Context: an optimization exercise on an open-source flow, tuned for small area and a short achievable clock period. The choices shown serve that exercise and are no tape-out recipe.
Where RTL was checked, it was by simulation tests only, not by an equivalence proof against the original.
Power figures rest on the tool's default switching activity, not on a simulated workload.

## CPU
module CPU (
    input clk,
    input reset,
    input [18:0] instruction,
    input [15:0] data_in,
    output reg [15:0] data_out,
    output [15:0] address,
    output reg mem_read,
    output reg mem_write
);
    localparam N1 = 2;
    localparam N2 = 6;
    localparam K1 = 2 * N1;
    localparam K2 = 2 * N2;
    reg [15:0] registers [0:15];
    wire [3:0] opcode = instruction[18:15];
    wire [3:0] rs = instruction[14:11];
    wire [3:0] rt = instruction[10:7];
    wire [3:0] rd = instruction[6:3];
    wire [11:0] addr = instruction[14:3];
    wire op_load  = opcode == 4'b1010;
    wire op_store = opcode == 4'b1011;
    wire op_call  = opcode == 4'b1111;
    wire [15:0] ra = registers[rs];
    wire [15:0] rb = registers[rt];
    wire [17:0] rb3 = {2'b0, rb} + {1'b0, rb, 1'b0};
    wire [15:0] rem1 [0:N1];
    wire [K1-1:0] q1;
    assign rem1[0] = 16'b0;
    genvar j;
    generate
        for (j = 1; j <= N1; j = j + 1) begin : s1
            CPU_div4 #(.W(2*j)) st (.rin(rem1[j-1]), .abits(ra[17-2*j:16-2*j]), .b(rb), .b3(rb3),
                .q(q1[K1-2*j+1:K1-2*j]), .rout(rem1[j]));
        end
    endgenerate
    reg [15:0] A2, B2;
    reg [K1-1:0] r2, q2;
    reg [3:0] op2;
    wire [17:0] B3_2 = {2'b0, B2} + {1'b0, B2, 1'b0};
    wire [15:0] rem2 [N1:N2];
    wire [K2-K1-1:0] qm;
    assign rem2[N1] = {{(16-K1){1'b0}}, r2};
    generate
        for (j = N1 + 1; j <= N2; j = j + 1) begin : s2
            CPU_div4 #(.W(2*j)) st (.rin(rem2[j-1]), .abits(A2[17-2*j:16-2*j]), .b(B2), .b3(B3_2),
                .q(qm[K2-2*j+1:K2-2*j]), .rout(rem2[j]));
        end
    endgenerate
    wire is_add = op2 == 4'd0;
    wire is_sub = op2 == 4'd1;
    wire is_mul = op2 == 4'd2;
    wire is_div = op2 == 4'd3;
    wire is_inc = op2 == 4'd4;
    wire is_dec = op2 == 4'd5;
    wire is_and = op2 == 4'd6;
    wire is_or  = op2 == 4'd7;
    wire is_xor = op2 == 4'd8;
    wire is_not = op2 == 4'd9;
  ...
Size in the first run: ~2,900 cells after synthesis, ~440 flip-flops, roughly 32,000 µm² of cells after synthesis.
Settings: LEC_CHECK=0, CAP_MARGIN=20, CORE_MARGIN=2, CORE_UTILIZATION=40, SLEW_MARGIN=20; clock period 28.0 ns.
standard.sh (not shown) runs the stock make flow with config.mk's settings and CLKGATE_MAP_FILE= SYNTH_SCRIPT=/design/flow/synth_recipe.tcl, a recipe that flattens the netlist after the stock synthesis.
==> flow/flow/run.sh <==
#!/bin/bash
# Standard ORFS flow (the standard.sh) with faster port buffers and a
# setup-repair margin, so that repair_timing works towards a shorter period
# than the design's clock. The constraints (SDC) are the design's, unchanged.
set -euo pipefail
export BUFFER_PORTS_ARGS="-buffer_cell sky130_fd_sc_hd__buf_4"
export SETUP_SLACK_MARGIN=18.5
export MATCH_CELL_FOOTPRINT=0
bash standard.sh > standard.log 2>&1
The starting point finished with timing, DRC and antenna clean.
Change:
==> flow/run.sh (new file) <==
#!/bin/bash
# synth_recipe.tcl (not shown) runs the flow's synth.tcl, then flattens the netlist and writes it again
# the make line also repeats each setting of config.mk as NAME=value (left out here)
make -C /OpenROAD-flow-scripts/flow DESIGN_CONFIG=/design/flow/config.mk WORK_HOME=/design/flow/orfs CLKGATE_MAP_FILE= SYNTH_SCRIPT=/design/flow/synth_recipe.tcl finish
removed: flow/flow/run.sh
removed: flow/standard.sh
Setup slack gets worse by 1400 ps.
Global-route usage drops by 0.80 points.
Cell count is lower by a few percent.
Worst hold slack degrades by 7.4 ps.
Flip-flop and latch count does not change.
Clock power climbs by a few percent.
Non-clock buffer count decreases by 128.
Routed wire length falls by a few percent.
Count of clock-buffer cells in the layout falls by 1.
Via count falls by a few percent.
Clock skew climbs by 7.0 ps.

========
Another version of the RTL of CPU (not shown whole).
For scale: about 3100 cells after synthesis, about 440 flip-flops, about 71 I/O pins, roughly 0.033 mm2 of cells after synthesis.
==> flow/config.mk <==
export PLATFORM = sky130hd
export DESIGN_NAME = CPU
export DESIGN_NICKNAME = CPU
export VERILOG_FILES = /design/flow/design.v
export SDC_FILE = /design/flow/constraint.sdc
export NUM_CORES = 4
export LEC_CHECK = 0
export CAP_MARGIN = 20
export CORE_MARGIN = 2
export CORE_UTILIZATION = 60
export PLACE_DENSITY = 0.75
export SLEW_MARGIN = 20
==> flow/constraint.sdc <==
create_clock -name core_clock -period 28.0 [get_ports {clk}]
set_input_delay 5.6000 -clock core_clock [delete_from_list [all_inputs] [get_ports {clk}]]
set_output_delay 5.6000 -clock core_clock [all_outputs]
set_load 0.01 [all_outputs]
run.sh (not shown) runs the stock make flow with config.mk's settings and CLKGATE_MAP_FILE= SYNTH_SCRIPT=/design/flow/synth_recipe.tcl, a recipe that flattens the netlist after the stock synthesis.
Stock flow here: none of the scripts above is used.
==> next run, changes <==
--- a/flow/config.mk
+++ b/flow/config.mk
@@ -8,5 +8,4 @@
 export CAP_MARGIN = 20
 export CORE_MARGIN = 2
-export CORE_UTILIZATION = 60
-export PLACE_DENSITY = 0.75
+export CORE_UTILIZATION = 40
 export SLEW_MARGIN = 20
Effect: The new run finished clean; global-route usage fell by 12 points; final cell count rose by 8.0%; non-clock buffer count fell by 6.
No functional check of the RTL was part of any run of this note.

========
branch lagoon:
RTL: one of the versions met above, not the one the previous note started from.
Size: ~440 flip-flops, roughly 34000 µm² of cells after synthesis.
clock: 28.0 ns
lec_check: 0
abc_area: 1
cap_margin: 20
core_margin: 2
core_utilization: 55
slew_margin: 20
standard.sh (not shown) runs the stock make flow with config.mk's settings and CLKGATE_MAP_FILE= SYNTH_SCRIPT=/design/flow/synth_recipe.tcl, a recipe that flattens the netlist after the stock synthesis.
==> flow/flow/run.sh <==
#!/bin/bash
# Standard ORFS flow (the standard.sh) with faster port buffers and a
# setup-repair margin, so that repair_timing works towards a shorter period
# than the design's clock. The constraints (SDC) are the design's, unchanged.
set -euo pipefail
export BUFFER_PORTS_ARGS="-buffer_cell sky130_fd_sc_hd__buf_4"
export SETUP_SLACK_MARGIN=18
export MATCH_CELL_FOOTPRINT=0
bash standard.sh > standard.log 2>&1
branch lagoon: all stages complete, timing, DRC and antenna checks passed
[inputs] branch maple vs branch lagoon
- CORE_UTILIZATION: 55 -> 40
-- flow/flow/run.sh --
<<< branch lagoon, line 7
export SETUP_SLACK_MARGIN=18
>>> branch maple, line 7
export SETUP_SLACK_MARGIN=18.5
### Flow results
- branch maple ends up with a slack of the worst reg-to-reg path that is 260 ps higher than in branch lagoon.
- Between branch lagoon and branch maple, sequential group share of total power increased.
- Sequential cell area share: branch maple < branch lagoon
- Relative to branch lagoon, net switching share of the total power has gone up in branch maple.
- Diff branch maple..branch lagoon | number of antenna-violating nets in the routed design | unchanged
- Route | branch maple vs branch lagoon | wire longer in branch maple

==> afterwards: timing with drivers on the ports <==
Ports are ideal in the flow. The routed layouts listed here were re-timed in OpenROAD. Step 1: set_driving_cell puts a clkbuf_16 on clk and a buf_2 on each other input, an assumption about the parent block. Step 2 moves the port delays by t, midway between the first and last clock arrival at a register: inputs arrive t later, outputs are due t later. That takes back most of the time a late clock gives input paths. Slacks: no drivers / after step 1 / after step 2; pairs: no drivers / after step 1.
run | t (ns) | setup WS [ns] | hold slack, ns | worst data-port slew with drivers (ns) | cell pins on the clock port's net
the first run of note 1 | 0.640 | 16.625 / 16.569 / 17.209 | 0.358 / 0.358 / 0.358 | 0.17 | 1
the second run of note 1 | 0.635 | 15.195 / 15.139 / 15.350 | 0.351 / 0.351 / 0.351 | 0.04 | 1
the first run of note 2 | 0.609 | 15.251 / 15.195 / 15.360 | 0.352 / 0.352 / 0.352 | 0.06 | 1
the second run of note 2 | 0.631 | 15.228 / 15.166 / 15.597 | 0.345 / 0.345 / 0.345 | 0.07 | 1
branch lagoon | 0.652 | 17.313 / 17.249 / 17.603 | 0.346 / 0.346 / 0.346 | 0.21 | 1
branch maple | 0.646 | 17.454 / 17.396 / 18.042 | 0.355 / 0.355 / 0.355 | 0.21 | 1
After both steps setup and hold are still met in every run listed.
